Context: an optimization exercise on an open-source flow, tuned for small area. The choices shown serve that exercise and are no tape-out recipe.
The RTL was checked by simulation tests, not by an equivalence proof against the original design.
In runs 2 to 4 the design's own scripts or RTL, not TritonCTS, make the clock network.
The flow treats the clock pin as an ideal source. Dropping or thinning the clock tree relies on that and would not hold on a real chip.
Power figures rest on the tool's default switching activity, not on a simulated workload.

--- design/flow/flow/cut_ffs.py ---
# Cut the flip-flops of a mapped netlist: each register's Q becomes a new
# input and its D, reset, set and enable pins new outputs, so that two
# netlists with the same registers can be compared combinationally.
import re, sys
# Replace flip-flop instances by cut points: Q from a new input, D/reset/set/enable to new outputs.
src, dst = sys.argv[1], sys.argv[2]
t = open(src).read()
inst_re = re.compile(r'\n\s*(sky130_fd_sc_hd__(?:e?df\w+))\s+(\\\S+|\w+)\s*\((.*?)\);', re.S)
flops = []
for m in inst_re.finditer(t):
    pins = dict(re.findall(r'\.(\w+)\(([^()]*?)\)', m.group(3)))
    flops.append((m.group(2), m.group(1), pins, m.span()))
flops.sort(key=lambda f: f[0])
names = {f[0]: i for i, f in enumerate(flops)}
newports, decls, assigns = [], [], []
for name, typ, pins, span in flops:
    i = names[name]
    for p, net in pins.items():
        net = net.strip()
        if net.startswith("\\"): net = net + " "
        if p == 'CLK': continue
        if p in ('Q',):
            newports.append(f'cutq{i}'); decls.append(f'  input cutq{i};'); assigns.append(f'  assign {net} = cutq{i};')
        elif p == 'Q_N':
            newports.append(f'cutqn{i}'); decls.append(f'  input cutqn{i};'); assigns.append(f'  assign {net} = cutqn{i};')
        else:
            newports.append(f'cut{p}{i}'); decls.append(f'  output cut{p}{i};'); assigns.append(f'  assign cut{p}{i} = {net};')
# remove instances (from the end)
for name, typ, pins, span in sorted(flops, key=lambda f: -f[3][0]):
    t = t[:span[0]] + '\n' + t[span[1]:]
# add ports to module header
t = re.sub(r'(module\s+' + re.escape(sys.argv[3] if len(sys.argv) > 3 else 'overall_top') + r'\s*\()', r'\1' + ', '.join(newports) + ', ', t, count=1)
t = t.replace('endmodule', '\n'.join(decls + assigns) + '\nendmodule', 1)
open(dst, 'w').write(t)
print(len(flops), 'flops cut')
--- design/flow/design.v ---
`timescale 1ns / 1ps
module vga_timing(
    input clk,
    input reset,
    output pix_en,
    output reg [9:0] h_pos,
    output reg [9:0] v_pos,
    output reg h_sync,
    output reg v_sync
    );
    reg [1:0] phase;            
    assign pix_en = phase[1] & ~phase[0];
    wire [10:0] hc;
    assign hc[0] = pix_en;
    genvar i;
    generate for (i = 0; i < 10; i = i + 1) begin : hcarry
        assign hc[i + 1] = hc[i] & h_pos[i];
    end endgenerate
    wire h_wrap = hc[5] & h_pos[9] & h_pos[8];
    wire [9:0] h_next = (h_pos ^ hc[9:0]) & ~{h_wrap, h_wrap, 2'b00, h_wrap, 5'b00000};
    wire [10:0] vcy;
    assign vcy[0] = h_wrap;
    generate for (i = 0; i < 10; i = i + 1) begin : vcarry
        assign vcy[i + 1] = vcy[i] & v_pos[i];
    end endgenerate
    wire vc = h_wrap & v_pos[9] & v_pos[3] & v_pos[2];
    wire [9:0] v_next = (v_pos ^ vcy[9:0]) & ~{vc, 5'b00000, vc, vc, 1'b0, vc};
    always @(posedge clk or posedge reset)
        if (reset) begin
            phase <= 2'b10;
            h_pos <= 10'd799;
            v_pos <= 10'd524;
            h_sync <= 1'b0;
            v_sync <= 1'b0;
        end
        else begin
            phase <= {phase[0], ~phase[1]};
            h_pos <= h_next;
            v_pos <= v_next;
            h_sync <= h_pos[9] & ~h_pos[8] & h_pos[7] & (|h_pos[6:4]) & ~(&h_pos[6:4]);
            v_sync <= (v_pos[8:1] == 8'b11110101);
        end
endmodule
`timescale 1ns / 1ps
module digit_pixel(
    input [3:0] d,
    input rt, ru, rm, rl, rb,
    input cl, cc, cr,
    output p
    );
    wire is1 = d[0] & ~d[1] & ~d[2] & ~d[3];
    wire is4 = d[2] & ~d[1] & ~d[0];
    wire is7 = d[2] & d[1] & d[0];
    wire s_f = d[3] | (d[2] & ~(d[1] & d[0])) | ~(d[2] | d[1] | d[0]);
    wire s_b = ~(d[2] & (d[1] ^ d[0]));
    wire s_e = ~d[0] & (~d[2] | d[1]);
    wire s_c = ~(d[1] & ~d[0] & ~d[2]);
    wire s_g = ~((~d[3] & ~d[2] & ~d[1]) | is7);
    wire s_d = ~(is1 | is4 | is7);
    wire s_a = ~(is1 | is4);
    wire ml = ~(is1 | is7);
    assign p = (cr & (rt | rm | rb | (ru & s_b) | (rl & s_c)))
             | (cl & ((rt & ~is1) | (ru & s_f) | (rm & ml) | (rl & s_e) | (rb & s_d)))
             | (cc & ((rt & s_a) | (rm & s_g) | (rb & s_d)));
endmodule
module glyph_bit(
    input sel_h10, sel_h1, sel_m10, sel_m1, sel_s10, sel_s1, sel_colon, sel_letter,
    input rt, ru, rm, rl, rb,
    input cl, cc, cr,
    input colon_px, letter_px,
    input [3:0] h10, h1, m1, s1,
    input [2:0] m10, s10,
    output bit_o
    );
    wire h10_nz = |h10;
    wire [3:0] d = ({4{sel_h10}} & h10) | ({4{sel_h1}} & h1)
                 | ({4{sel_m10}} & {1'b0, m10}) | ({4{sel_m1}} & m1)
                 | ({4{sel_s10}} & {1'b0, s10}) | ({4{sel_s1}} & s1);
    wire is_digit = (sel_h10 & h10_nz) | sel_h1 | sel_m10 | sel_m1 | sel_s10 | sel_s1;
    wire is_letter = sel_letter | (sel_h10 & ~h10_nz);
    wire dp;
    digit_pixel dpx(.d(d), .rt(rt), .ru(ru), .rm(rm), .rl(rl), .rb(rb),
        .cl(cl), .cc(cc), .cr(cr), .p(dp));
    assign bit_o = (is_digit & dp) | (sel_colon & colon_px) | (is_letter & letter_px);
endmodule
`timescale 1ns / 1ps
module timer_keeper(
    input clk,
    input rst,
    input mode,
    input start,
    input pause,
    output reg [3:0] s1,
    output reg [2:0] s10,
    output reg [3:0] m1,
    output reg [2:0] m10,
    output reg [3:0] h1,
    output reg h10
    );
    reg run;                    
    always @(posedge clk or posedge rst)
        if (rst)
            run <= 1'b0;
        else
            run <= (start & ~run) | (~pause & run);
    wire en = run & mode;
    reg [5:0] cnt;
    reg half;
    wire cnt_end = en & (&cnt);
    wire tick = cnt_end & ~half;
    wire [5:0] cc = {5'b11111 & {&cnt[4:0], &cnt[3:0], &cnt[2:0], &cnt[1:0], cnt[0]}, 1'b1} & {6{en}};
    wire [5:0] cnt_inc = cnt ^ cc;
    always @(posedge clk or posedge rst)
        if (rst) begin
            cnt <= 6'd14;
            half <= 1'b0;
        end
        else begin
            cnt <= cnt_inc | {2'b00, {3{cnt_end}}, 1'b0};
            half <= half ^ cnt_end;
        end
    wire s59 = s10[2] & s10[0] & s1[3] & s1[0];
    wire m59 = m10[2] & m10[0] & m1[3] & m1[0];
    wire ks = tick;
    wire s1_carry = ks & s1[3] & s1[0];
    wire [3:0] s1_t = {ks & s1[0] & (s1[3] | (s1[2] & s1[1])), ks & s1[0] & s1[1], ks & s1[0] & ~s1[3], ks};
    wire [2:0] s10_t = {s1_carry & s10[0] & (s10[1] | s10[2]), s1_carry & s10[0] & ~s10[2], s1_carry};
    wire km = tick & s59;
    wire m1_carry = km & m1[3] & m1[0];
    wire [3:0] m1_t = {km & m1[0] & (m1[3] | (m1[2] & m1[1])), km & m1[0] & m1[1], km & m1[0] & ~m1[3], km};
    wire [2:0] m10_t = {m1_carry & m10[0] & (m10[1] | m10[2]), m1_carry & m10[0] & ~m10[2], m1_carry};
    wire kh = km & m59;
    wire h15 = h10 & h1[2];
    wire [3:0] h1_t = {kh & h1[0] & (h1[3] | (h1[2] & h1[1])), kh & h1[0] & (h1[1] | h15),
                       kh & h1[0] & ~h1[3] & ~h15, kh};
    wire h10_t = kh & h1[0] & (h1[3] | h15);
    always @(posedge clk or posedge rst)
        if (rst) begin
            s1 <= 4'd0; s10 <= 3'd0;
            m1 <= 4'd0; m10 <= 3'd0;
            h1 <= 4'd0; h10 <= 1'b0;
        end
        else begin
            s1 <= s1 ^ s1_t; s10 <= s10 ^ s10_t;
            m1 <= m1 ^ m1_t; m10 <= m10 ^ m10_t;
            h1 <= h1 ^ h1_t; h10 <= h10 ^ h10_t;
        end
endmodule
`timescale 1ns / 1ps
module clock_keeper(
    input clk,
    input rst,
    input sec_button,
    input min_button,
    input hour_button,
    output reg [3:0] s1,
    output reg [2:0] s10,
    output reg [3:0] m1,
    output reg [2:0] m10,
    output reg [3:0] h1,
    output reg [1:0] h10
    );
    reg [5:0] cnt;
    reg half;
    wire cnt_end = &cnt;
    wire tick = cnt_end & ~half;
    wire [5:0] cc = {&cnt[4:0], &cnt[3:0], &cnt[2:0], &cnt[1:0], cnt[0], 1'b1};
    wire [5:0] cnt_inc = cnt ^ cc;
    always @(posedge clk or posedge rst)
        if (rst) begin
            cnt <= 6'd14;
            half <= 1'b0;
        end
        else begin
            cnt <= cnt_inc | {2'b00, {3{cnt_end}}, 1'b0};
            half <= half ^ cnt_end;
        end
    reg sb, mb, hb;
    always @(posedge clk)
        if (cnt[5] & cnt[4] & cnt[3] & cnt[2] & ~cnt[1] & ~cnt[0]) begin
            sb <= sec_button;
            mb <= min_button;
            hb <= hour_button;
        end
    wire ks = tick & (sb | s1[0]);
    wire s1_carry = ks & s1[3];
    wire [3:0] s1_t = {ks & (s1[3] | (s1[2] & s1[1])), ks & s1[1], ks & ~s1[3], tick & ~sb};
    wire [2:0] s10_t = {s1_carry & s10[0] & (s10[1] | s10[2]), s1_carry & s10[0] & ~s10[2], s1_carry};
    wire s59 = s10[2] & s10[0] & s1[3] & s1[0];
    wire m59 = m10[2] & m10[0] & m1[3] & m1[0];
    wire km = tick & (mb | s59);
    wire m1_carry = km & m1[3] & m1[0];
    wire [3:0] m1_t = {km & m1[0] & (m1[3] | (m1[2] & m1[1])), km & m1[0] & m1[1], km & m1[0] & ~m1[3], km};
    wire [2:0] m10_t = {m1_carry & m10[0] & (m10[1] | m10[2]), m1_carry & m10[0] & ~m10[2], m1_carry};
    wire kh = tick & (hb | (m59 & s59));
    wire h23 = h10[1] & h1[1] & h1[0];
    wire h1_9 = h1[3] & h1[0];
    wire [3:0] h1_t = {kh & h1[0] & (h1[3] | (h1[2] & h1[1])), kh & h1[0] & h1[1] & ~h10[1],
                       kh & h1[0] & ~h1[3], kh};
    wire [1:0] h10_t = {kh & ((h1_9 & h10[0]) | h23), kh & h1_9};
    always @(posedge clk or posedge rst)
        if (rst) begin
            s1 <= 4'd0; s10 <= 3'd0;
            m1 <= 4'd0; m10 <= 3'd0;
            h1 <= 4'd0; h10 <= 2'd0;
        end
        else begin
            s1 <= s1 ^ s1_t; s10 <= s10 ^ s10_t;
            m1 <= m1 ^ m1_t; m10 <= m10 ^ m10_t;
            h1 <= h1 ^ h1_t; h10 <= h10 ^ h10_t;
        end
endmodule
`timescale 1ns / 1ps
module overall_top(
    input clk_100MHz,
    input reset,
    input sec_button,
    input min_button,
    input hour_button,
    input start,
    input pause,
    input mode,
    output h_sync,
    output v_sync,
    output [11:0] rgb
    );
    wire pix_en;
    wire [9:0] h_pos, v_pos;
    vga_timing vga(.clk(clk_100MHz), .reset(reset), .pix_en(pix_en),
        .h_pos(h_pos), .v_pos(v_pos), .h_sync(h_sync), .v_sync(v_sync));
    wire [3:0] as1, am1, ah1;
    wire [2:0] as10, am10;
    wire [1:0] ah10;
    clock_keeper ck(.clk(clk_100MHz), .rst(reset & ~mode),
        .sec_button(sec_button), .min_button(min_button), .hour_button(hour_button),
        .s1(as1), .s10(as10), .m1(am1), .m10(am10), .h1(ah1), .h10(ah10));
    wire [3:0] ts1, tm1, th1;
    wire [2:0] ts10, tm10;
    wire th10;
    timer_keeper tk(.clk(clk_100MHz), .rst(reset & mode), .mode(mode),
        .start(start), .pause(pause),
        .s1(ts1), .s10(ts10), .m1(tm1), .m10(tm10), .h1(th1), .h10(th10));
    wire [4:0] slot = h_pos[9:5];
    wire [3:0] row = v_pos[5:2];
    wire [2:0] col = h_pos[4:2];
    wire vband = (v_pos[9:6] == 4'd3);
    wire sel_h10 = (slot == 5'd6), sel_h1 = (slot == 5'd7);
    wire sel_m10 = (slot == 5'd9), sel_m1 = (slot == 5'd10);
    wire sel_s10 = (slot == 5'd12), sel_s1 = (slot == 5'd13);
    wire sel_colon = (slot == 5'd8) | (slot == 5'd11);
    wire sel_letter = (slot == 5'd14);
    wire rt = (row[3:1] == 3'd1), ru = (row[3:1] == 3'd2), rm = (row[3:1] == 3'd3);
    wire rl = (row[3:1] == 3'd4), rb = (row[3:1] == 3'd5);
    wire cl = (col[2:1] == 2'd0), cc = (col >= 3'd2) & (col <= 3'd4), cr = (col == 3'd5) | (col == 3'd6);
    wire colon_px = (ru | rl) & ((col == 3'd3) | (col == 3'd4));
    wire c04 = (col == 3'd0) | (col == 3'd4);
    wire c0to4 = (col <= 3'd4);
    wire a_px = ((row == 4'd7) & (col >= 3'd1) & (col <= 3'd3))
              | (((row == 4'd8) | (row == 4'd10) | (row == 4'd11)) & c04)
              | ((row == 4'd9) & c0to4);
    wire t_px = ((row == 4'd7) & c0to4)
              | ((row >= 4'd8) & (row <= 4'd11) & (col == 3'd2));
    wire letter_px = mode ? t_px : a_px;
    wire nbit_a, nbit_t;
    glyph_bit ga(.sel_h10(sel_h10), .sel_h1(sel_h1), .sel_m10(sel_m10), .sel_m1(sel_m1),
        .sel_s10(sel_s10), .sel_s1(sel_s1), .sel_colon(sel_colon), .sel_letter(sel_letter),
        .rt(rt), .ru(ru), .rm(rm), .rl(rl), .rb(rb), .cl(cl), .cc(cc), .cr(cr),
        .colon_px(colon_px), .letter_px(letter_px),
        .h10({2'b00, ah10}), .h1(ah1), .m10(am10), .m1(am1), .s10(as10), .s1(as1), .bit_o(nbit_a));
    glyph_bit gt(.sel_h10(sel_h10), .sel_h1(sel_h1), .sel_m10(sel_m10), .sel_m1(sel_m1),
        .sel_s10(sel_s10), .sel_s1(sel_s1), .sel_colon(sel_colon), .sel_letter(sel_letter),
        .rt(rt), .ru(ru), .rm(rm), .rl(rl), .rb(rb), .cl(cl), .cc(cc), .cr(cr),
        .colon_px(colon_px), .letter_px(letter_px),
        .h10({3'b000, th10}), .h1(th1), .m10(tm10), .m1(tm1), .s10(ts10), .s1(ts1), .bit_o(nbit_t));
    reg bit_a, bit_t;
    always @(posedge clk_100MHz) begin
        bit_a <= vband & nbit_a;
        bit_t <= vband & nbit_t;
    end
    wire blank_a = sel_h10 && (ah10 == 2'd0);
    wire blank_t = sel_h10 && !th10;
    reg pix_a, pix_t;
    always @(posedge clk_100MHz)
        if (pix_en) begin
            pix_a <= bit_a & vband & ~blank_a;
            pix_t <= bit_t & vband & ~blank_t;
        end
    assign rgb = {12{mode ? pix_t : pix_a}};
endmodule
--- design/flow/flow/clock_tree.tcl ---
# Replace the clock tree that CTS built in 4_cts.odb by a smaller one: a
# clkbuf_4 root driving K leaf buffers, each leaf driving one k-means cluster
# of the registers, each leaf sized to the smallest clkbuf whose registers see
# at most the target clock slew (placement estimate).  Writes 4_cts_tree.odb
# only if the result is placed legally and meets the slew and timing checks.
set res $::env(RES)
set plat $::env(FLOW_HOME)/platforms/$::env(FLOW_PLATFORM)
read_lef $plat/lef/sky130_fd_sc_hd.tlef
read_lef $plat/lef/sky130_fd_sc_hd_merged.lef
read_liberty $plat/lib/sky130_fd_sc_hd__tt_025C_1v80.lib
read_db $res/4_cts.odb
read_sdc $res/4_cts.sdc
source $plat/setRC.tcl
set_propagated_clock [all_clocks]
source $::env(FLOWDIR)/clock_tree_lib.tcl

set clkport [get_property [lindex [get_property [lindex [all_clocks] 0] sources] 0] name]
puts "clock port $clkport"
set best [best_clock_tree $clkport 0.105]
if {$best eq {}} { puts "no tree found"; exit 1 }
puts "best tree: $best"
apply_clock_tree $clkport $best
detailed_placement
check_placement
estimate_parasitics -placement
set worst 0
foreach p [get_pins -hierarchical */CLK] { set s [get_property $p slew_max]; if {$s > $worst} { set worst $s } }
puts "worst clock-pin slew (estimate) $worst"
report_clock_skew
set wsmin [sta::worst_slack_cmd min]
set wsmax [sta::worst_slack_cmd max]
puts "worst slack min $wsmin max $wsmax"
if {$worst > 0.118 || $wsmin < 0.05e-9 || $wsmax < 0.5e-9} { puts "tree rejected"; exit 1 }
write_db $res/4_cts_tree.odb
puts "tree written"
--- design/flow/standard.sh ---
#!/bin/bash
# synth_recipe.tcl (not shown) runs the flow's synth.tcl, then flattens the netlist and writes it again
# the make line also repeats each setting of config.mk as NAME=value (left out here)
make -C /OpenROAD-flow-scripts/flow DESIGN_CONFIG=/design/flow/config.mk WORK_HOME=/design/flow/orfs CLKGATE_MAP_FILE= SYNTH_SCRIPT=/design/flow/synth_recipe.tcl "${@:-finish}"
--- design/flow/flow/clock_tree_lib.tcl ---
# Replace the clock tree in the loaded design by a root buffer driving K
# leaf buffers, each driving a k-means cluster of the clock sinks.
proc rebuild_clock_tree {clkport K rootcell leafcell} {
  set db [ord::get_db]
  set block [ord::get_db_block]
  set pnet [[$block findBTerm $clkport] getNet]
  # collect sinks (register clock pins) through existing clock buffers
  set sinks {}
  set bufs {}
  set todo [list $pnet]
  while {[llength $todo]} {
    set net [lindex $todo 0]; set todo [lrange $todo 1 end]
    foreach it [$net getITerms] {
      if {[$it isOutputSignal]} continue
      set inst [$it getInst]
      set m [[$inst getMaster] getName]
      if {[string match "*clkbuf*" $m] || [string match "*clkinv*" $m] || [string match "clkload*" [$inst getName]]} {
        if {[string match "*clkinv*" $m] && ![string match "clkload*" [$inst getName]]} { error "inverter in clock tree" }
        lappend bufs $inst
        foreach o [$inst getITerms] { if {[$o isOutputSignal] && [$o getNet] ne "NULL"} { lappend todo [$o getNet] } }
      } else {
        lappend sinks $it
      }
    }
  }
  # disconnect and delete the old tree
  set oldnets {}
  foreach b $bufs {
    foreach o [$b getITerms] { if {[$o isOutputSignal] && [$o getNet] ne "NULL"} { lappend oldnets [$o getNet] } }
  }
  foreach it $sinks { $it disconnect }
  foreach b $bufs { odb::dbInst_destroy $b }
  foreach n $oldnets { if {[$n getName] ne [$pnet getName]} { odb::dbNet_destroy $n } }
  # sink locations
  set pts {}
  foreach it $sinks {
    set bb [[$it getInst] getBBox]
    lappend pts [list [expr ([$bb xMin]+[$bb xMax])/2.0] [expr ([$bb yMin]+[$bb yMax])/2.0]]
  }
  set n [llength $pts]
  # k-means, seeded along the sorted x order
  set order [lsort -real -index 0 $pts]
  set cents {}
  for {set k 0} {$k < $K} {incr k} { lappend cents [lindex $order [expr int(($k + 0.5) * $n / $K)]] }
  for {set iter 0} {$iter < 50} {incr iter} {
    set asg {}
    foreach p $pts {
      set best 0; set bd 1e30
      for {set k 0} {$k < $K} {incr k} {
        set c [lindex $cents $k]
        set d [expr abs([lindex $p 0]-[lindex $c 0]) + abs([lindex $p 1]-[lindex $c 1])]
        if {$d < $bd} { set bd $d; set best $k }
      }
      lappend asg $best
    }
    set new {}
    for {set k 0} {$k < $K} {incr k} {
      set sx 0; set sy 0; set c 0
      foreach p $pts a $asg { if {$a == $k} { set sx [expr $sx + [lindex $p 0]]; set sy [expr $sy + [lindex $p 1]]; incr c } }
      if {$c} { lappend new [list [expr $sx / $c] [expr $sy / $c]] } else { lappend new [lindex $cents $k] }
    }
    set cents $new
  }
  set rootm [$db findMaster $rootcell]
  set leafm [$db findMaster $leafcell]
  set root [odb::dbInst_create $block $rootm clkbuf_root]
  set rnet [odb::dbNet_create $block clknet_root]
  $rnet setSigType CLOCK
  [$root findITerm A] connect $pnet
  [$root findITerm X] connect $rnet
  set rx 0; set ry 0
  for {set k 0} {$k < $K} {incr k} {
    set leaf [odb::dbInst_create $block $leafm clkbuf_leaf_$k]
    set lnet [odb::dbNet_create $block clknet_leaf_$k]
    $lnet setSigType CLOCK
    [$leaf findITerm A] connect $rnet
    [$leaf findITerm X] connect $lnet
    foreach it $sinks a $asg { if {$a == $k} { $it connect $lnet } }
    set c [lindex $cents $k]
    $leaf setLocation [expr int([lindex $c 0])] [expr int([lindex $c 1])]
    $leaf setPlacementStatus PLACED
    set rx [expr $rx + [lindex $c 0]]; set ry [expr $ry + [lindex $c 1]]
  }
  $root setLocation [expr int($rx / $K)] [expr int($ry / $K)]
  $root setPlacementStatus PLACED
  puts "clock tree: [llength $bufs] old cells removed; $n sinks in $K clusters"
}

# worst clock-pin slew of the sinks driven by net
proc net_sink_slew {net} {
  set worst 0
  foreach it [$net getITerms] {
    if {[$it isOutputSignal]} continue
    set pin [get_pins -of_objects [get_cells [[$it getInst] getName]] -filter "name==[[$it getMTerm] getName]"]
    set s [get_property $pin slew_max]
    if {$s > $worst} { set worst $s }
  }
  return $worst
}

# Build trees with 3..8 leaves, size each leaf to the smallest buffer whose
# sinks see at most target slew (estimated), and keep the smallest tree.
proc best_clock_tree {clkport target} {
  set sizes {sky130_fd_sc_hd__clkbuf_4 sky130_fd_sc_hd__clkbuf_8 sky130_fd_sc_hd__clkbuf_16}
  set best_area 1e30; set best {}
  for {set K 3} {$K <= 8} {incr K} {
    rebuild_clock_tree $clkport $K sky130_fd_sc_hd__clkbuf_4 sky130_fd_sc_hd__clkbuf_16
    set area 0; set cfg {}; set ok 1
    for {set k 0} {$k < $K} {incr k} {
      set inst [get_cells clkbuf_leaf_$k]
      set net [[ord::get_db_block] findNet clknet_leaf_$k]
      set chosen ""
      foreach s $sizes {
        replace_cell $inst $s
        estimate_parasitics -placement
        if {[net_sink_slew $net] <= $target} { set chosen $s; break }
      }
      if {$chosen eq ""} { set ok 0; break }
      lappend cfg $chosen
      set m [[ord::get_db] findMaster $chosen]
      set area [expr $area + [$m getWidth] * [$m getHeight] / 1e6]
    }
    puts "K=$K ok=$ok area=$area $cfg"
    if {$ok && $area < $best_area} { set best_area $area; set best [list $K $cfg] }
  }
  return $best
}

proc apply_clock_tree {clkport best} {
  lassign $best K cfg
  rebuild_clock_tree $clkport $K sky130_fd_sc_hd__clkbuf_4 sky130_fd_sc_hd__clkbuf_16
  for {set k 0} {$k < $K} {incr k} { replace_cell [get_cells clkbuf_leaf_$k] [lindex $cfg $k] }
}
--- design/flow/constraint.sdc ---
create_clock -name core_clock -period 10.0 [get_ports {clk_100MHz}]
set_input_delay 2.0000 -clock core_clock [delete_from_list [all_inputs] [get_ports {clk_100MHz}]]
set_output_delay 2.0000 -clock core_clock [all_outputs]
set_load 0.01 [all_outputs]
--- design/flow/flow/remap.abc ---
strash
balance; rewrite; refactor; balance; rewrite; rewrite -z; balance; refactor -z; rewrite -z; balance
&get -n
&deepsyn -J 1000 -S @SEED@
&put
dch
amap
topo
--- design/flow/flow/run.sh ---
#!/bin/bash
# Own layout flow: the standard flow (standard.sh) with these changes.
#  1. After the standard synthesis, the combinational logic between the
#     (untouched) registers is re-mapped by ABC for area: runs with
#     different seeds (remap.abc), the smallest netlist that a SAT proof
#     shows equal to the standard one (registers cut into inputs and
#     outputs) is used; the standard netlist is kept if none passes.
#     Eight seeds, four at a time; each run is deterministic.
#  2. The port buffers are sky130_fd_sc_hd__buf_1 (every port still gets one).
#  3. CTS builds its tree from clkbuf_8 without dummy loads; clock_tree.tcl
#     then replaces it by a smaller tree if that meets its checks.
# Each tool's output goes to a log file of its own in the work folder.
set -euo pipefail
WORK=$(pwd)
export FLOWDIR=$WORK/flow
export RES=$WORK/orfs/results/$FLOW_PLATFORM/overall_top/base
PLAT=$FLOW_HOME/platforms/$FLOW_PLATFORM
LIB=$PLAT/lib/sky130_fd_sc_hd__tt_025C_1v80.lib
YOSYS=${YOSYS_EXE:-$(command -v yosys || echo $FLOW_HOME/../tools/install/yosys/bin/yosys)}
OPENROAD=${OPENROAD_EXE:-$(command -v openroad || echo $FLOW_HOME/../tools/install/OpenROAD/bin/openroad)}

export BUFFER_PORTS_ARGS="-buffer_cell sky130_fd_sc_hd__buf_1"
export CTS_ARGS="-sink_clustering_enable -repair_clock_nets -dont_use_dummy_load -buf_list sky130_fd_sc_hd__clkbuf_8"

bash standard.sh synth > standard_synth.log 2>&1
cp "$RES/1_2_yosys.v" "$WORK/netlist_standard.v"
python3 "$FLOWDIR/cut_ffs.py" "$WORK/netlist_standard.v" "$WORK/cut_standard.v" > "$WORK/cut_standard.log" 2>&1 || true

DONT_USE=$(sed -n '/DONT_USE_CELLS +=/,/^$/p' "$PLAT/config.mk" | grep -o 'sky130_fd_sc_hd__[A-Za-z0-9_]*' | sed 's/^/-dont_use /' | tr '\n' ' ')
SEQ="sky130_fd_sc_hd__df* sky130_fd_sc_hd__edf* sky130_fd_sc_hd__sdf* sky130_fd_sc_hd__dl*"

SEEDS="1 2 3 4 5 6 7 8"
for S in $SEEDS; do
  sed "s/@SEED@/$S/" "$FLOWDIR/remap.abc" > "$WORK/remap_$S.abc"
  cat > "$WORK/remap_$S.ys" <<EOS
read_liberty -ignore_miss_func -ignore_miss_dir -ignore_miss_data_latch $LIB
read_verilog $WORK/netlist_standard.v
hierarchy -top $FLOW_TOP
setattr -mod -set keep_hierarchy 1 $SEQ
flatten
opt_clean
setattr -mod -set blackbox 1 $SEQ
techmap
opt -fast
abc -liberty $LIB $DONT_USE -script $WORK/remap_$S.abc
setundef -zero
splitnets
opt_clean -purge
hilomap -singleton -hicell sky130_fd_sc_hd__conb_1 HI -locell sky130_fd_sc_hd__conb_1 LO
insbuf -buf sky130_fd_sc_hd__buf_4 A X
tee -o $WORK/remap_stat_$S.txt stat -liberty $LIB
write_verilog -noattr -nohex -nodec -selected $WORK/netlist_remap_$S.v
EOS
  "$YOSYS" -s "$WORK/remap_$S.ys" > "$WORK/remap_$S.log" 2>&1 &
  while (( $(jobs -rp | wc -l) >= 4 )); do sleep 2; done
done
wait || true

# candidates, smallest first
: > "$WORK/remap_areas.txt"
for S in $SEEDS; do
  if [[ -s "$WORK/netlist_remap_$S.v" && -s "$WORK/remap_stat_$S.txt" ]]; then
    a=$(grep -m1 "Chip area" "$WORK/remap_stat_$S.txt" | awk '{print $NF}')
    echo "$a $S" >> "$WORK/remap_areas.txt"
  fi
done
use_remap=0
for S in $(sort -g "$WORK/remap_areas.txt" | awk '{print $2}'); do
  python3 "$FLOWDIR/cut_ffs.py" "$WORK/netlist_remap_$S.v" "$WORK/cut_remap_$S.v" > "$WORK/cut_remap_$S.log" 2>&1 || continue
  cat > "$WORK/equiv_$S.ys" <<EOS
read_liberty -ignore_miss_func -ignore_miss_dir -ignore_miss_data_latch $LIB
read_verilog $WORK/cut_standard.v
rename $FLOW_TOP gold
read_verilog $WORK/cut_remap_$S.v
rename $FLOW_TOP gate
flatten gold gate
opt_clean
miter -equiv -flatten -make_outputs gold gate miter
hierarchy -top miter
sat -verify -prove trigger 0 miter
EOS
  "$YOSYS" -s "$WORK/equiv_$S.ys" > "$WORK/equiv_$S.log" 2>&1 || continue
  # the same registers, by name and cell type
  diff <(grep -o 'sky130_fd_sc_hd__[de]*df[a-z0-9_]* [^ ]*' "$WORK/netlist_standard.v" | sort) \
       <(grep -o 'sky130_fd_sc_hd__[de]*df[a-z0-9_]* [^ ]*' "$WORK/netlist_remap_$S.v" | sort) > "$WORK/regs_diff_$S.log" || continue
  use_remap=$S
  break
done
echo "use_remap=$use_remap" > "$WORK/remap_used.txt"
if [[ $use_remap != 0 ]]; then
  cp "$WORK/netlist_remap_$use_remap.v" "$RES/1_2_yosys.v"
  rm -f "$RES/1_synth.odb" "$RES/1_synth.sdc"
fi

bash standard.sh cts > standard_cts.log 2>&1
if "$OPENROAD" -no_init -exit "$FLOWDIR/clock_tree.tcl" > "$WORK/clock_tree.log" 2>&1 \
   && [[ -s "$RES/4_cts_tree.odb" ]]; then
  cp "$RES/4_cts.odb" "$WORK/4_cts_cts.odb"
  mv "$RES/4_cts_tree.odb" "$RES/4_cts.odb"
  echo "clock tree replaced" > "$WORK/clock_tree_used.txt"
else
  echo "clock tree kept" > "$WORK/clock_tree_used.txt"
fi

bash standard.sh > standard.log 2>&1
--- design/flow/config.mk ---
export PLATFORM = sky130hd
export DESIGN_NAME = overall_top
export DESIGN_NICKNAME = overall_top
export VERILOG_FILES = /design/flow/design.v
export SDC_FILE = /design/flow/constraint.sdc
export NUM_CORES = 4
export LEC_CHECK = 0
export CAP_MARGIN = 0
export CORE_MARGIN = 2
export CORE_UTILIZATION = 40
export SLEW_MARGIN = 0
export SYNTH_MEMORY_MAX_BITS = 16384
==> flow_summary_export.csv, run 1 <==
group,metric,value,unit
cells_and_area,layout_common_cells,"nor2_1 (97), clkinv_1 (74), dfrtp_1 (61)",
clock_network,htreeDepth,3,
floorplan,coreArea,0.00977,sq mm
timing,fmax,206,MHz
floorplan,fp.dieW,104,um
timing,hold_viol_final,0,
cells_and_area,syn_to_final_growth,7.52,%
synthesis,postSynthCellCount,464,
cells_and_area,stdcell_area,0.00431,sq mm
clock_network,postCtsHoldBufs,0,
critical_path,critical_path_class,"primary input to output pin",
status,outcome,"no timing/DRC/antenna violations",
timing,rsz0062_at_grt,"no",
critical_path,crit_top_cell,"buf_1",
clock_network,cts_buffer_depth,2,
cells_and_area,n_antenna_cell,0,
cells_and_area,nets,495,
global_routing,overflow,0,
critical_path,max_stage_delay,310,ps
timing,slew_violations,0,
timing,setup_tns,0,ps
cells_and_area,layout_commonest_cell,"nor2_1",
route,firstDrtPassIters,4,
clock_network,cts_resized,0,
route,vias_per_cell,5.04,
timing,maxSlewHeadroom,27.4,%
clock_network,clock_latency,350,ps
global_routing,grt_first_pass_wirelength,13.7,mm
critical_path,worstPathCellList,"buf_1 -> clkinv_1 -> o22a_1 -> buf_1",
clock_network,clkTransAtPathRegs,70,ps
clock_network,cts.sinks,85,
placed_design,hpwl,5.98,mm
clock_network,root_buffer,"clkbuf_8",
route,totalWireLength,7.76,mm
power_and_ir_drop,p_leak,1.64,nW
route,ant_nets,0,
route,avgRoutedWirePerCell,12.6,um
cells_and_area,utilization,44.1,%
global_routing,grt_pass1_vias,3006,
placed_design,port_buffers,21,
critical_path,cp_slowest_cell,"o22a_1",
timing,post-route-min-period,4870,ps
global_routing,grt_max_degree,28,
route,drt-initial-drc-count,230,
placed_design,dpl_cell_area,0.00419,sq mm
global_routing,antenna_found_initial,0,
floorplan,num_rows,36,
timing,worstMarginPinSlew,1090,ps
floorplan,die-area,0.0108,sq mm
timing,fin_crit_sh,48.7,%
route,drc,0,
critical_path,critPathCaptureType,"output pin",
power_and_ir_drop,vdd_drop_max,0.0696,mV
placed_design,gp_congestion,0.866,
power_and_ir_drop,pwr_density_cell,140,mW/mm^2
critical_path,cp.arrival,2870,ps
min_path,hold_class,"flip-flop to flip-flop",
floorplan,start_util,41.0,%
floorplan,io_pins,22,
clock_network,cts_tree,"done",
synthesis,synth_area,0.00401,sq mm
route,vias,3113,
floorplan,die_h,104,um
critical_path,crit_fanout,12,
cells_and_area,drive_gt1_share,5.77,%
job,cap_violations,0,
critical_path,worstPathRequired,8000,ps
synthesis,synth_area_per_cell,8.65,sq um
clock_network,post_cts_buffers,0,
global_routing,track_usage,15.8,%
timing,setup_viol,0,
clock_network,cts_made_buffers,9,
synthesis,synth_warnings,4,
timing,finClkSkew,23.3,ps
synthesis,synth_nets,472,
critical_path,start_kind,"primary input",
[worst max-delay path: cells and delay by family]
family | cells | cell delay [ps]
buffers and inverters | 3 | 550
AOI/OAI and AO/OA | 1 | 310
[worst paths after layout]
kind	endpoint	start	cells after the start	slack, ps
worst max-delay path	rgb[11]	mode	4	5130
worst min-delay path	vga.phase[1]$_DFF_PP1_	vga.phase[0]$_DFF_PP0_	0	380
worst max register to register	vga.v_pos[9]$_DFF_PP1_	vga.phase[1]$_DFF_PP1_	20	6160
worst min register to register	vga.phase[1]$_DFF_PP1_	vga.phase[0]$_DFF_PP0_	0	380
max in group asynchronous	tk.h1[1]$_DFF_PP0_	mode	2	7300
min in group asynchronous	vga.h_pos[7]$_DFF_PP0_	reset	2	1720
[power breakdown]
part | total (mW) | internal, mW | switching [mW]
logic | 0.0364 | 0.0144 | 0.0221
registers | 0.382 | 0.369 | 0.0127
clock network | 0.185 | 0.0805 | 0.105
[routing by layer]
metal | global-route usage, % | part of all wire (%)
met5 | 0 | 0
met4 | 5.50 | 0.73
met3 | 4.32 | 4.4
met2 | 24.6 | 47
met1 | 21.4 | 48
[state kept, by name (all words and copies together) (netlist names), 2 cells and up]
| signal | cells |
|---|---|
| ck.h10 | 2 |
| ck.m10 | 3 |
| ck.m1 | 4 |
| tk.s10 | 3 |
| tk.m10 | 3 |
| ck.s1 | 4 |
| vga.phase | 2 |
| ck.h1 | 4 |
| tk.m1 | 4 |
| tk.cnt | 6 |
| ck.s10 | 3 |
| tk.h1 | 4 |
| tk.s1 | 4 |
| vga.v_pos | 10 |
| vga.h_pos | 10 |
| ck.cnt | 6 |
[cell type report]
type,count,area (sq um)
well taps,133,166
clock buffers,9,124
flip-flops and latches,85,2160
repair buffers,23,93.8
inverters,74,278
multi-input cells,294,1490
fillers,980,5460
[metrics by stage]
step	setup slack, ps	hold WS, ps	total power, mW	cells
2_1_floorplan	5430	355	0.415	464
3_3_place_gp	5170	361	0.425	609
3_5_place_dp	5010	372	0.426	609
4_1_cts	5130	383	0.615	618
5_1_grt	4990	405	0.638	618
6_report	5130	380	0.603	618
==> run 2, diff against run 1 <==
--- a/design/flow/flow/run.sh
+++ b/design/flow/flow/run.sh
@@ -1,11 +1,10 @@
 #!/bin/bash
 # Own layout flow: the standard flow (standard.sh) with these changes.
 #  1. After the standard synthesis, the combinational logic between the
-#     (untouched) registers is re-mapped by ABC for area: runs with
+#     (untouched) registers is re-mapped by ABC for area: four runs with
 #     different seeds (remap.abc), the smallest netlist that a SAT proof
 #     shows equal to the standard one (registers cut into inputs and
 #     outputs) is used; the standard netlist is kept if none passes.
-#     Eight seeds, four at a time; each run is deterministic.
 #  2. The port buffers are sky130_fd_sc_hd__buf_1 (every port still gets one).
 #  3. CTS builds its tree from clkbuf_8 without dummy loads; clock_tree.tcl
 #     then replaces it by a smaller tree if that meets its checks.
@@ -29,8 +28,7 @@
 DONT_USE=$(sed -n '/DONT_USE_CELLS +=/,/^$/p' "$PLAT/config.mk" | grep -o 'sky130_fd_sc_hd__[A-Za-z0-9_]*' | sed 's/^/-dont_use /' | tr '\n' ' ')
 SEQ="sky130_fd_sc_hd__df* sky130_fd_sc_hd__edf* sky130_fd_sc_hd__sdf* sky130_fd_sc_hd__dl*"
 
-SEEDS="1 2 3 4 5 6 7 8"
-for S in $SEEDS; do
+for S in 1 2 3 4; do
   sed "s/@SEED@/$S/" "$FLOWDIR/remap.abc" > "$WORK/remap_$S.abc"
   cat > "$WORK/remap_$S.ys" <<EOS
 read_liberty -ignore_miss_func -ignore_miss_dir -ignore_miss_data_latch $LIB
@@ -52,13 +50,12 @@
 write_verilog -noattr -nohex -nodec -selected $WORK/netlist_remap_$S.v
 EOS
   "$YOSYS" -s "$WORK/remap_$S.ys" > "$WORK/remap_$S.log" 2>&1 &
-  while (( $(jobs -rp | wc -l) >= 4 )); do sleep 2; done
 done
 wait || true
 
 # candidates, smallest first
 : > "$WORK/remap_areas.txt"
-for S in $SEEDS; do
+for S in 1 2 3 4; do
   if [[ -s "$WORK/netlist_remap_$S.v" && -s "$WORK/remap_stat_$S.txt" ]]; then
     a=$(grep -m1 "Chip area" "$WORK/remap_stat_$S.txt" | awk '{print $NF}')
     echo "$a $S" >> "$WORK/remap_areas.txt"
==> design/flow/flow/remap.abc (replaced) <==
strash
balance; rewrite; refactor; balance; rewrite; rewrite -z; balance; refactor -z; rewrite -z; balance
&get -n
&deepsyn -T 200 -S @SEED@
&put
dch
amap
topo
--- a/design/flow/config.mk
+++ b/design/flow/config.mk
@@ -5,8 +5,8 @@
 export SDC_FILE = /design/flow/constraint.sdc
 export NUM_CORES = 4
 export LEC_CHECK = 0
-export CAP_MARGIN = 0
+export CAP_MARGIN = 20
 export CORE_MARGIN = 2
 export CORE_UTILIZATION = 40
-export SLEW_MARGIN = 0
+export SLEW_MARGIN = 20
 export SYNTH_MEMORY_MAX_BITS = 16384
==> run 2 against run 1 <==
Net effect:
- routed wire length up 2.3%
- clock power down 16%
- first-iteration DRC count down 32%
- largest power group unchanged
- core utilization down 0.077 points
- hold slack better by 17 ps
==> flow_summary_export.csv, run 2 <==
group,metric,value,unit
timing,hold_viol_final,0,
cells_and_area,top_regs,"vga.h_pos x10, vga.v_pos x10",
route,met2_length,3.46,mm
synthesis,synth_warnings,4,
route,drc,0,
cells_and_area,nFillCells,992,
timing,finClkSkew,26.4,ps
synthesis,synth_nets,470,
route,drt-initial-drc-count,156,
critical_path,start_kind,"primary input",
clock_network,clock_latency,450,ps
critical_path,critPathCaptureType,"flip-flop",
job,cap_violations,0,
floorplan,coreArea,0.00977,sq mm
min_path,holdPathStages,0,
critical_path,worstPathRequired,10340,ps
floorplan,fp.dieW,104,um
placed_design,place_ws,4680,ps
route,firstDrtPassIters,4,
critical_path,crit_fanout,7,
route,highest_layer,"met4",
cells_and_area,syn_to_final_growth,6.93,%
min_path,hold_class,"flip-flop to flip-flop",
global_routing,antenna_found_initial,0,
timing,fmax,205,MHz
route,ant_nets,0,
cells_and_area,drive_gt1_share,5.99,%
status,outcome,"no timing/DRC/antenna violations",
timing,slew_violations,0,
global_routing,grt_max_degree,28,
route,vias,3158,
global_routing,grt_pass1_vias,3019,
floorplan,start_util,41.2,%
timing,post-route-min-period,4880,ps
placed_design,gp_congestion,0.858,
power_and_ir_drop,p_leak,1.72,nW
global_routing,track_usage,15.2,%
timing,setup_viol,0,
timing,fin_crit_sh,48.8,%
clock_network,post_cts_buffers,0,
synthesis,postSynthCellCount,462,
route,wl_met3,358,um
floorplan,die_h,104,um
cells_and_area,n_antenna_cell,0,
synthesis,synth_area_per_cell,8.72,sq um
clock_network,postCtsHoldBufs,0,
timing,worstMarginPinSlew,857,ps
timing,maxSlewHeadroom,42.5,%
floorplan,num_rows,36,
power_and_ir_drop,vdd_drop_max,0.0720,mV
clock_network,clkTransAtPathRegs,90,ps
global_routing,overflow,0,
route,vias_per_cell,5.12,
floorplan,io_pins,22,
timing,final.setup.worst_slack,5120,ps
placed_design,hpwl,6.08,mm
clock_network,cts.sinks,85,
route,avgRoutedWirePerCell,12.9,um
route,totalWireLength,7.94,mm
synthesis,synth_area,0.00403,sq mm
power_and_ir_drop,pwr_density_cell,129,mW/mm^2
critical_path,cp.arrival,5220,ps
cells_and_area,layout_commonest_cell,"nor2_1",
floorplan,die-area,0.0109,sq mm
clock_network,cts_resized,0,
cells_and_area,utilization,44.0,%
cells_and_area,nets,494,
timing,setup_tns,0,ps
placed_design,port_buffers,21,
route,wl_met1,3.94,mm
critical_path,critical_path_class,"primary input to flip-flop",
cells_and_area,layout_common_cells,"nor2_1 (99), clkinv_1 (70), dfrtp_1 (61)",
timing,rsz0062_at_grt,"no",
global_routing,grt_first_pass_wirelength,13.9,mm
critical_path,r2r_cells,18,
run 2: where the power goes:
group | total (mW) | switching (mW) | leakage [nW] | internal [mW]
clock | 0.156 | 0.102 | 0.0492 | 0.0545
sequential | 0.374 | 0.00893 | 1.01 | 0.365
combinational | 0.0267 | 0.0154 | 0.661 | 0.0114
run 2: routing by layer:
metal	vias up	GRT usage, %
met1	1472	21.2
met3	14	2.57
li1	1624	-
met4	0	4.25
met2	48	24.5
met5	-	0
run 2: path summary, 6_finish.rpt:
path                                             start                endpoint  slack (ps)
worst max-delay path                              mode      tk.h1[1]$_DFF_PP0_        5120
worst min-delay path            vga.phase[0]$_DFF_PP0_  vga.phase[1]$_DFF_PP1_         400
worst max register to register        tk.run$_DFF_PP0_      tk.h1[1]$_DFF_PP0_        6540
worst min register to register  vga.phase[0]$_DFF_PP0_  vga.phase[1]$_DFF_PP1_         400
max in group asynchronous                         mode      tk.h1[2]$_DFF_PP0_        7720
min in group asynchronous                        reset  vga.h_pos[7]$_DFF_PP0_        1630
run 2: critical path, stage by stage:
cell and delay [ps]:
buf_1 220, and3_1 250, and3_1 210, and3_1 210
nand2_1 140, nor2_1 270, and3_1 240, nand2_1 100
nor2_1 170, nand2_1 110, nor2_1 170, nand2_1 120
nor2_1 280, nand2_1 160, nor3_1 250, nor2_1 90
nand3_1 100, nand2_1 50, o21ai_0 70
run 2: area by class of cell:
class                           instances  area [sq um]  share of cell area [%]
Timing Repair Buffer                   24           109                    2.53
Inverter                               70           263                    6.10
Sequential cell                        85          2160                    50.2
Buffer                                  9          86.3                    2.01
Multi-Input combinational cell        296          1520                    35.3
Tap cell                              133           166                    3.87
run 2: per-stage QoR:
| step | power (mW) | cells | hold WS (ps) | area (sq um) |
|---|---|---|---|---|
| 2_1_floorplan | 0.399 | 462 | 355 | 4030 |
| 3_3_place_gp | 0.408 | 607 | 363 | 4200 |
| 3_5_place_dp | 0.409 | 608 | 365 | 4220 |
| 4_1_cts | 0.595 | 617 | 394 | 4340 |
| 5_1_grt | 0.587 | 617 | 410 | 4310 |
| 6_report | 0.557 | 617 | 398 | 4310 |
==> run 3, diff against run 2 <==
--- a/design/flow/design.v
+++ b/design/flow/design.v
@@ -243,12 +243,12 @@
     wire [4:0] slot = h_pos[9:5];
     wire [3:0] row = v_pos[5:2];
     wire [2:0] col = h_pos[4:2];
-    wire vband = (v_pos[9:6] == 4'd3);
+    wire vband = ~v_pos[8] & v_pos[7] & v_pos[6];           
     wire sel_h10 = (slot == 5'd6), sel_h1 = (slot == 5'd7);
-    wire sel_m10 = (slot == 5'd9), sel_m1 = (slot == 5'd10);
-    wire sel_s10 = (slot == 5'd12), sel_s1 = (slot == 5'd13);
-    wire sel_colon = (slot == 5'd8) | (slot == 5'd11);
-    wire sel_letter = (slot == 5'd14);
+    wire sel_m10 = (slot[3:0] == 4'd9), sel_m1 = (slot[3:0] == 4'd10);
+    wire sel_s10 = (slot[3:0] == 4'd12), sel_s1 = (slot[3:0] == 4'd13);
+    wire sel_colon = (slot == 5'd8) | (slot[3:0] == 4'd11);
+    wire sel_letter = (slot[3:0] == 4'd14);
     wire rt = (row[3:1] == 3'd1), ru = (row[3:1] == 3'd2), rm = (row[3:1] == 3'd3);
     wire rl = (row[3:1] == 3'd4), rb = (row[3:1] == 3'd5);
     wire cl = (col[2:1] == 2'd0), cc = (col >= 3'd2) & (col <= 3'd4), cr = (col == 3'd5) | (col == 3'd6);
@@ -274,8 +274,8 @@
         .h10({3'b000, th10}), .h1(th1), .m10(tm10), .m1(tm1), .s10(ts10), .s1(ts1), .bit_o(nbit_t));
     reg bit_a, bit_t;
     always @(posedge clk_100MHz) begin
-        bit_a <= vband & nbit_a;
-        bit_t <= vband & nbit_t;
+        bit_a <= nbit_a;
+        bit_t <= nbit_t;
     end
     wire blank_a = sel_h10 && (ah10 == 2'd0);
     wire blank_t = sel_h10 && !th10;
--- a/design/flow/flow/run.sh
+++ b/design/flow/flow/run.sh
@@ -1,10 +1,11 @@
 #!/bin/bash
 # Own layout flow: the standard flow (standard.sh) with these changes.
 #  1. After the standard synthesis, the combinational logic between the
-#     (untouched) registers is re-mapped by ABC for area: four runs with
+#     (untouched) registers is re-mapped by ABC for area: runs with
 #     different seeds (remap.abc), the smallest netlist that a SAT proof
 #     shows equal to the standard one (registers cut into inputs and
 #     outputs) is used; the standard netlist is kept if none passes.
+#     Eight seeds, four at a time; each run is deterministic.
 #  2. The port buffers are sky130_fd_sc_hd__buf_1 (every port still gets one).
 #  3. CTS builds its tree from clkbuf_8 without dummy loads; clock_tree.tcl
 #     then replaces it by a smaller tree if that meets its checks.
@@ -28,7 +29,8 @@
 DONT_USE=$(sed -n '/DONT_USE_CELLS +=/,/^$/p' "$PLAT/config.mk" | grep -o 'sky130_fd_sc_hd__[A-Za-z0-9_]*' | sed 's/^/-dont_use /' | tr '\n' ' ')
 SEQ="sky130_fd_sc_hd__df* sky130_fd_sc_hd__edf* sky130_fd_sc_hd__sdf* sky130_fd_sc_hd__dl*"
 
-for S in 1 2 3 4; do
+SEEDS="1 2 3 4 5 6 7 8"
+for S in $SEEDS; do
   sed "s/@SEED@/$S/" "$FLOWDIR/remap.abc" > "$WORK/remap_$S.abc"
   cat > "$WORK/remap_$S.ys" <<EOS
 read_liberty -ignore_miss_func -ignore_miss_dir -ignore_miss_data_latch $LIB
@@ -50,12 +52,13 @@
 write_verilog -noattr -nohex -nodec -selected $WORK/netlist_remap_$S.v
 EOS
   "$YOSYS" -s "$WORK/remap_$S.ys" > "$WORK/remap_$S.log" 2>&1 &
+  while (( $(jobs -rp | wc -l) >= 4 )); do sleep 2; done
 done
 wait || true
 
 # candidates, smallest first
 : > "$WORK/remap_areas.txt"
-for S in 1 2 3 4; do
+for S in $SEEDS; do
   if [[ -s "$WORK/netlist_remap_$S.v" && -s "$WORK/remap_stat_$S.txt" ]]; then
     a=$(grep -m1 "Chip area" "$WORK/remap_stat_$S.txt" | awk '{print $NF}')
     echo "$a $S" >> "$WORK/remap_areas.txt"
@@ -90,7 +93,9 @@
 fi
 
 bash standard.sh cts > standard_cts.log 2>&1
-if "$OPENROAD" -no_init -exit "$FLOWDIR/clock_tree.tcl" > "$WORK/clock_tree.log" 2>&1 \
+K=$(TREE_K=0 "$OPENROAD" -no_init -exit "$FLOWDIR/clock_tree.tcl" 2>&1 | tee "$WORK/clock_tree_search.log" | awk '/^BEST_K/ {print $2}' || true)
+K=${K:-0}
+if [[ $K != 0 ]] && TREE_K=$K "$OPENROAD" -no_init -exit "$FLOWDIR/clock_tree.tcl" > "$WORK/clock_tree.log" 2>&1 \
    && [[ -s "$RES/4_cts_tree.odb" ]]; then
   cp "$RES/4_cts.odb" "$WORK/4_cts_cts.odb"
   mv "$RES/4_cts_tree.odb" "$RES/4_cts.odb"
==> design/flow/flow/clock_tree.tcl (replaced) <==
# Replace the clock tree that CTS built in 4_cts.odb by a smaller one: a
# clkbuf_4 root driving K leaf buffers, each leaf driving one k-means cluster
# of the registers, each leaf sized to the smallest clkbuf whose registers see
# at most the target clock slew (placement estimate, after legalizing).
# With TREE_K=0 it only searches for the best number of leaves; otherwise it
# builds that tree and writes 4_cts_tree.odb if the result is placed legally
# and meets the slew and timing checks.
set res $::env(RES)
set plat $::env(FLOW_HOME)/platforms/$::env(FLOW_PLATFORM)
read_lef $plat/lef/sky130_fd_sc_hd.tlef
read_lef $plat/lef/sky130_fd_sc_hd_merged.lef
read_liberty $plat/lib/sky130_fd_sc_hd__tt_025C_1v80.lib
read_db $res/4_cts.odb
read_sdc $res/4_cts.sdc
source $plat/setRC.tcl
set_propagated_clock [all_clocks]
source $::env(FLOWDIR)/clock_tree_lib.tcl

set clkport [get_property [lindex [get_property [lindex [all_clocks] 0] sources] 0] name]
puts "clock port $clkport"
set limit 0.105
if {$::env(TREE_K) == 0} {
  # search: print the number of leaves with the smallest tree
  set best_k 0; set best_a 1e30
  for {set K 3} {$K <= 8} {incr K} {
    set a [build_and_size $clkport $K $limit]
    if {$a >= 0 && $a < $best_a} { set best_a $a; set best_k $K }
  }
  puts "BEST_K $best_k"
  exit 0
}
set a [build_and_size $clkport $::env(TREE_K) $limit]
if {$a < 0} { puts "tree failed"; exit 1 }
check_placement
estimate_parasitics -placement
set worst 0
foreach p [get_pins -hierarchical */CLK] { set s [get_property $p slew_max]; if {$s > $worst} { set worst $s } }
puts "worst clock-pin slew (estimate) $worst"
report_clock_skew
set wsmin [sta::worst_slack_cmd min]
set wsmax [sta::worst_slack_cmd max]
puts "worst slack min $wsmin max $wsmax"
if {$worst > 0.108 || $wsmin < 0.05e-9 || $wsmax < 0.5e-9} { puts "tree rejected"; exit 1 }
write_db $res/4_cts_tree.odb
puts "tree written"
--- a/design/flow/flow/clock_tree_lib.tcl
+++ b/design/flow/flow/clock_tree_lib.tcl
@@ -98,36 +98,44 @@
   return $worst
 }
 
-# Build trees with 3..8 leaves, size each leaf to the smallest buffer whose
-# sinks see at most target slew (estimated), and keep the smallest tree.
-proc best_clock_tree {clkport target} {
-  set sizes {sky130_fd_sc_hd__clkbuf_4 sky130_fd_sc_hd__clkbuf_8 sky130_fd_sc_hd__clkbuf_16}
-  set best_area 1e30; set best {}
-  for {set K 3} {$K <= 8} {incr K} {
-    rebuild_clock_tree $clkport $K sky130_fd_sc_hd__clkbuf_4 sky130_fd_sc_hd__clkbuf_16
-    set area 0; set cfg {}; set ok 1
-    for {set k 0} {$k < $K} {incr k} {
-      set inst [get_cells clkbuf_leaf_$k]
-      set net [[ord::get_db_block] findNet clknet_leaf_$k]
-      set chosen ""
-      foreach s $sizes {
-        replace_cell $inst $s
-        estimate_parasitics -placement
-        if {[net_sink_slew $net] <= $target} { set chosen $s; break }
-      }
-      if {$chosen eq ""} { set ok 0; break }
-      lappend cfg $chosen
-      set m [[ord::get_db] findMaster $chosen]
-      set area [expr $area + [$m getWidth] * [$m getHeight] / 1e6]
-    }
-    puts "K=$K ok=$ok area=$area $cfg"
-    if {$ok && $area < $best_area} { set best_area $area; set best [list $K $cfg] }
+# worst clock-pin slew over all registers, and the leaf that drives it
+proc worst_leaf {K} {
+  set worst 0; set wk -1
+  for {set k 0} {$k < $K} {incr k} {
+    set s [net_sink_slew [[ord::get_db_block] findNet clknet_leaf_$k]]
+    if {$s > $worst} { set worst $s; set wk $k }
   }
-  return $best
+  return [list $worst $wk]
 }
 
-proc apply_clock_tree {clkport best} {
-  lassign $best K cfg
-  rebuild_clock_tree $clkport $K sky130_fd_sc_hd__clkbuf_4 sky130_fd_sc_hd__clkbuf_16
-  for {set k 0} {$k < $K} {incr k} { replace_cell [get_cells clkbuf_leaf_$k] [lindex $cfg $k] }
+# Build a tree with K leaves (all clkbuf_4 at first), legalize it, then
+# upsize the leaf with the worst register slew until every register sees at
+# most limit.  Returns the leaf area, or -1 if the limit cannot be met.
+proc build_and_size {clkport K limit} {
+  set sizes {sky130_fd_sc_hd__clkbuf_4 sky130_fd_sc_hd__clkbuf_8 sky130_fd_sc_hd__clkbuf_16}
+  rebuild_clock_tree $clkport $K sky130_fd_sc_hd__clkbuf_4 sky130_fd_sc_hd__clkbuf_4
+  set lvl {}
+  for {set k 0} {$k < $K} {incr k} { lappend lvl 0 }
+  detailed_placement
+  estimate_parasitics -placement
+  for {set it 0} {$it < 3 * $K} {incr it} {
+    lassign [worst_leaf $K] worst wk
+    if {$worst <= $limit} break
+    set l [lindex $lvl $wk]
+    if {$l >= 2} { return -1 }
+    incr l
+    lset lvl $wk $l
+    replace_cell [get_cells clkbuf_leaf_$wk] [lindex $sizes $l]
+    detailed_placement
+    estimate_parasitics -placement
+  }
+  lassign [worst_leaf $K] worst wk
+  if {$worst > $limit} { return -1 }
+  set area 0
+  for {set k 0} {$k < $K} {incr k} {
+    set m [[ord::get_db] findMaster [lindex $sizes [lindex $lvl $k]]]
+    set area [expr $area + [$m getWidth] * [$m getHeight] / 1e6]
+  }
+  puts "K=$K leaf area $area worst slew $worst sizes $lvl"
+  return $area
 }
==> design/flow/flow/remap.abc (replaced) <==
strash
balance; rewrite; refactor; balance; rewrite; rewrite -z; balance; refactor -z; rewrite -z; balance
&get -n
&deepsyn -J 1000 -S @SEED@
&put
dch
amap
topo
--- a/design/flow/config.mk
+++ b/design/flow/config.mk
@@ -5,8 +5,8 @@
 export SDC_FILE = /design/flow/constraint.sdc
 export NUM_CORES = 4
 export LEC_CHECK = 0
-export CAP_MARGIN = 20
+export CAP_MARGIN = 0
 export CORE_MARGIN = 2
 export CORE_UTILIZATION = 40
-export SLEW_MARGIN = 20
+export SLEW_MARGIN = 0
 export SYNTH_MEMORY_MAX_BITS = 16384
==> run 3 against run 2 <==
Net effect:
- largest cell class unchanged
- die area shrank 0.75%
- synthesized area down 0.78%
- routed wire length down 2.1%
- via count decreased by 2.9%
- combinational power rose by 14%
- critical endpoint is now rgb[1]
- highest routed layer unchanged
- clock power increased by 9.6%
==> flow_summary_export.csv, run 3 <==
group,metric,value,unit
global_routing,track_usage,15.3,%
global_routing,grt_first_pass_wirelength,13.9,mm
critical_path,cp.arrival,2820,ps
power_and_ir_drop,p_leak,1.64,nW
min_path,hold_class,"flip-flop to flip-flop",
timing,fin_crit_sh,48.2,%
power_and_ir_drop,p_switching,0.131,mW
route,totalWireLength,7.78,mm
route,vias_per_cell,5.05,
critical_path,critical_path_class,"primary input to output pin",
placed_design,hpwl,5.94,mm
cells_and_area,stdcell_area,0.00427,sq mm
floorplan,die_h,104,um
cells_and_area,nets,484,
power_and_ir_drop,combPwrFrac,5.3,%
route,ant_nets,0,
cells_and_area,top_regs,"vga.h_pos x10, vga.v_pos x10",
synthesis,synth_area,0.00400,sq mm
route,firstDrtPassIters,4,
cells_and_area,drive_gt1_share,5.70,%
global_routing,overflow,0,
critical_path,r2r_start,"tk.run$_DFF_PP0_",
clock_network,clock_latency,460,ps
timing,maxSlewHeadroom,27.9,%
power_and_ir_drop,clkPwrFrac,29.7,%
route,drc,0,
floorplan,die-area,0.0108,sq mm
clock_network,postCtsHoldBufs,0,
timing,rsz0062_at_grt,"no",
critical_path,critPathCaptureType,"output pin",
placed_design,gp_congestion,0.837,
clock_network,cts_resized,0,
clock_network,post_cts_buffers,0,
route,avgRoutedWirePerCell,12.8,um
power_and_ir_drop,pwr_density_cell,135,mW/mm^2
route,vias,3065,
critical_path,start_kind,"primary input",
timing,slew_violations,0,
floorplan,coreArea,0.00973,sq mm
critical_path,r2r-end,"tk.h1[3]$_DFF_PP0_",
synthesis,synth_area_per_cell,8.80,sq um
critical_path,crit_end,"rgb[1]",
cells_and_area,final_cells,607,
floorplan,io_pins,22,
global_routing,grt_pass1_vias,2913,
cells_and_area,layout_commonest_cell,"nor2_1",
timing,hold_viol_final,0,
floorplan,fp.dieW,104,um
floorplan,start_util,41.1,%
synthesis,postSynthCellCount,454,
cells_and_area,n_antenna_cell,0,
job,cap_violations,0,
critical_path,worstPathRequired,8000,ps
cells_and_area,utilization,43.9,%
placed_design,port_buffers,21,
timing,finClkSkew,15.8,ps
critical_path,crit_fanout,12,
clock_network,cts.sinks,85,
global_routing,grt_max_degree,28,
floorplan,num_rows,36,
cells_and_area,layout_common_cells,"nor2_1 (98), clkinv_1 (70), dfrtp_1 (61)",
global_routing,antenna_found_initial,0,
timing,setup_tns,0,ps
synthesis,synth_nets,462,
timing,post-route-min-period,4820,ps
timing,worstMarginPinSlew,1080,ps
synthesis,synth_warnings,4,
timing,setup_viol,0,
timing,fmax,207,MHz
power_and_ir_drop,switching_share,22.8,%
route,drt-initial-drc-count,255,
clock_network,clkTransAtPathRegs,80,ps
placed_design,place_inst,598,
power_and_ir_drop,internal-power,0.445,mW
cells_and_area,syn_to_final_growth,6.89,%
status,outcome,"no timing/DRC/antenna violations",
critical_path,reg2reg_slack,6670,ps
placed_design,dpl_cell_area,0.00417,sq mm
critical_path,cp-startpoint,"mode",
power_and_ir_drop,vdd_drop_max,0.0720,mV
power_and_ir_drop,p_seq_share,65.0,%
critical_path,r2r_cells,17,
==> run 3: cell count changes in the layout (fill, tap and decap cells not counted), moves of 4 or more <==
| cell | before | now |
|---|---|---|
| a31oi_1 | 8 | 1 |
| nor3_1 | 16 | 9 |
| a21oi_1 | 29 | 34 |
| o21a_1 | 10 | 14 |
==> run 3: final cells by class <==
type / count / area, sq um
buffer: 9 / 105
multi-input combinational: 288 / 1490
tap: 133 / 166
inverter: 70 / 263
timing repair buffer: 22 / 86.3
fill: 985 / 5460
sequential: 85 / 2160
==> run 3: metal layers <==
metal	GRT usage [%]	part of all wire, %	up-vias
met5	0	0	-
met4	3.57	1.8	0
met3	2.51	3.9	13
met2	23.7	44	43
met1	22.6	50	1412
li1	-	-	1597
==> run 3: power groups by stage <==
stage,Clock (mW),Combinational [mW],Sequential [mW]
after floorplan,0,0.0268,0.379
after global routing,0.194,0.0364,0.377
after CTS,0.192,0.0315,0.375
final,0.171,0.0304,0.375
after detailed placement,0,0.0319,0.381
after global placement,0,0.0316,0.381
==> run 3: worst min-delay path by stage <==
stage	startpoint	endpoint	slack (ps)	depth (start not counted)
after floorplan	vga.phase[0]$_DFF_PP0_	vga.phase[1]$_DFF_PP1_	360	0
after global placement	vga.phase[0]$_DFF_PP0_	vga.phase[1]$_DFF_PP1_	360	0
after detailed placement	vga.phase[0]$_DFF_PP0_	vga.phase[1]$_DFF_PP1_	370	0
after CTS	vga.phase[0]$_DFF_PP0_	vga.phase[1]$_DFF_PP1_	390	0
after global routing	vga.phase[0]$_DFF_PP0_	vga.phase[1]$_DFF_PP1_	410	0
final	vga.phase[0]$_DFF_PP0_	vga.phase[1]$_DFF_PP1_	390	0
==> run 3: stage by stage <==
step	hold WS, ps	setup slack (ps)	power (mW)
after global routing	406	4700	0.608
after floorplan	355	5440	0.405
after detailed placement	366	4770	0.413
final	386	5180	0.576
after global placement	360	4970	0.413
after CTS	387	5120	0.599
==> run 3: critical path: stages <==
cell,delay [ps]
buf_1,220
clkinv_1,130
a22o_1,300
buf_1,170
==> run 4, diff against run 3 <==
--- a/design/flow/flow/run.sh
+++ b/design/flow/flow/run.sh
@@ -1,11 +1,5 @@
 #!/bin/bash
 # Own layout flow: the standard flow (standard.sh) with these changes.
-#  1. After the standard synthesis, the combinational logic between the
-#     (untouched) registers is re-mapped by ABC for area: runs with
-#     different seeds (remap.abc), the smallest netlist that a SAT proof
-#     shows equal to the standard one (registers cut into inputs and
-#     outputs) is used; the standard netlist is kept if none passes.
-#     Eight seeds, four at a time; each run is deterministic.
 #  2. The port buffers are sky130_fd_sc_hd__buf_1 (every port still gets one).
 #  3. CTS builds its tree from clkbuf_8 without dummy loads; clock_tree.tcl
 #     then replaces it by a smaller tree if that meets its checks.
@@ -47,7 +41,6 @@
 splitnets
 opt_clean -purge
 hilomap -singleton -hicell sky130_fd_sc_hd__conb_1 HI -locell sky130_fd_sc_hd__conb_1 LO
-insbuf -buf sky130_fd_sc_hd__buf_4 A X
 tee -o $WORK/remap_stat_$S.txt stat -liberty $LIB
 write_verilog -noattr -nohex -nodec -selected $WORK/netlist_remap_$S.v
 EOS
--- a/design/flow/config.mk
+++ b/design/flow/config.mk
@@ -8,5 +8,6 @@
 export CAP_MARGIN = 0
 export CORE_MARGIN = 2
 export CORE_UTILIZATION = 40
+export GPL_TIMING_DRIVEN = 0
 export SLEW_MARGIN = 0
 export SYNTH_MEMORY_MAX_BITS = 16384
==> run 4 against run 3 <==
Net effect:
- still clean on timing, DRC and antenna
- first-iteration DRC count fell by 62%
- sequential share of layout area rose by 0.18 points
- routed wire length rose by 2.2%
- via count rose by 0.20%
- largest power group unchanged
- highest routed layer unchanged
==> flow_summary_export.csv, run 4 <==
group,metric,value,unit
status,outcome,"no timing/DRC/antenna violations",
global_routing,track_usage,15.6,%
critical_path,cp_slowest_cell,"and3_1",
route,drc,0,
global_routing,grt_max_degree,28,
route,firstDrtPassIters,5,
timing,slew_violations,0,
floorplan,coreArea,0.00964,sq mm
power_and_ir_drop,switching_share,23.2,%
route,ant_nets,0,
timing,hold_viol_final,0,
min_path,hold_class,"flip-flop to flip-flop",
power_and_ir_drop,internal-power,0.440,mW
cells_and_area,drive_gt1_share,5.30,%
critical_path,cp.arrival,5230,ps
critical_path,critPathCaptureType,"flip-flop",
job,cap_violations,0,
timing,fmax,205,MHz
power_and_ir_drop,p_seq_share,65.4,%
timing,setup_viol,0,
clock_network,clkTransAtPathRegs,100,ps
floorplan,start_util,40.6,%
timing,setup_tns,0,ps
power_and_ir_drop,p_switching,0.133,mW
floorplan,fp.dieW,103,um
floorplan,num_rows,36,
power_and_ir_drop,power,0.573,mW
route,drt-initial-drc-count,97,
cells_and_area,nFillCells,974,
cells_and_area,layout_common_cells,"nor2_1 (98), clkinv_1 (70), dfrtp_1 (61)",
cells_and_area,top_regs,"vga.h_pos x10, vga.v_pos x10",
placed_design,place_inst,597,
timing,fin_crit_sh,48.8,%
critical_path,max_stage_delay,290,ps
route,vias_per_cell,5.08,
timing,worstMarginPinSlew,1140,ps
cells_and_area,layout_commonest_cell,"nor2_1",
critical_path,crit_fanout,7,
synthesis,synth_warnings,4,
route,avgRoutedWirePerCell,13.1,um
synthesis,postSynthCellCount,443,
cells_and_area,syn_to_final_growth,8.76,%
synthesis,synth_area,0.00391,sq mm
floorplan,die-area,0.0106,sq mm
cells_and_area,final_cells,605,
global_routing,overflow,0,
cells_and_area,n_antenna_cell,0,
floorplan,die_h,103,um
global_routing,antenna_found_initial,0,
critical_path,critical_path_class,"primary input to flip-flop",
clock_network,postCtsHoldBufs,0,
timing,post-route-min-period,4880,ps
global_routing,grt_first_pass_wirelength,13.2,mm
clock_network,post_cts_buffers,0,
critical_path,start_kind,"primary input",
cells_and_area,nets,482,
timing,rsz0062_at_grt,"no",
critical_path,crit_family,"simple AND/OR/NAND/NOR gates",
route,totalWireLength,7.95,mm
timing,final.setup.worst_slack,5120,ps
timing,finClkSkew,25.0,ps
power_and_ir_drop,pwr_density_cell,135,mW/mm^2
synthesis,synth_area_per_cell,8.83,sq um
power_and_ir_drop,vdd_drop_max,0.0861,mV
placed_design,port_buffers,21,
critical_path,worstPathRequired,10340,ps
power_and_ir_drop,combPwrFrac,5.4,%
placed_design,gp_congestion,0.946,
clock_network,clock_latency,460,ps
critical_path,critPathBufInv,3,
power_and_ir_drop,p_leak,1.63,nW
run 4: cell type report:
class,count,area (sq um),area share (%)
tap,133,166,3.91
buffer,8,97.6,2.29
inverter,70,263,6.17
sequential,85,2160,50.8
multi-input combinational,288,1490,34.9
timing repair buffer,21,78.8,1.85
run 4: worst paths after layout:
| kind | start | endpoint | slack, ps | cells past startpoint |
|---|---|---|---|---|
| min in group asynchronous | reset | vga.phase[0]$_DFF_PP0_ | 1600 | 2 |
| min | vga.phase[0]$_DFF_PP0_ | vga.phase[1]$_DFF_PP1_ | 390 | 0 |
| max in group asynchronous | mode | ck.m1[0]$_DFF_PP0_ | 7130 | 3 |
| max | mode | tk.h1[3]$_DFF_PP0_ | 5120 | 18 |
| min reg2reg | vga.phase[0]$_DFF_PP0_ | vga.phase[1]$_DFF_PP1_ | 390 | 0 |
| max reg2reg | tk.run$_DFF_PP0_ | tk.h1[3]$_DFF_PP0_ | 6610 | 17 |
run 4: stage by stage:
stage,cell area [sq um],hold WS (ps),utilization (%)
6_report,4260,388,44.1
5_1_grt,4260,412,44.1
4_1_cts,4280,368,44.4
3_5_place_dp,4160,372,43.1
3_3_place_gp,4160,359,43.1
2_1_floorplan,3910,355,-
run 4: power groups by stage:
| stage | Clock (mW) | Combinational [mW] | Sequential (mW) |
|---|---|---|---|
| floorplan | 0 | 0.0237 | 0.379 |
| global placement | 0 | 0.0307 | 0.380 |
| detailed placement | 0 | 0.0322 | 0.381 |
| CTS | 0.195 | 0.0321 | 0.374 |
| global route | 0.188 | 0.0368 | 0.377 |
| finish | 0.167 | 0.0311 | 0.375 |
run 4: per-layer routing:
metal  vias to the layer above  part of all wire, %  track usage [%]  wire length [um]
met3                        16                  3.9             2.85               313
met5                         -                    0                0                 0
met2                        39                   47             25.5              3730
met4                         0                  2.3             4.96               184
li1                       1581                    -                -                 -
met1                      1435                   47             21.1              3730
run 4: worst register-to-register path: cells and delay by family, from the launching register on:
family	cells	cell delay, ps
AND/OR/NAND/NOR	14	2450
AO/OA/AOI/OAI	1	260
buffers and inverters	2	210
flip-flops	1	390

Re-timed with assumed drivers on the ports (clkbuf_16 on the clock, buf_2 on other inputs), run 4 has 5.103 ns of setup slack against 5.117 ns with ideal ports, and 4.645 ns once port delays also move by the mid clock arrival of 0.477 ns.
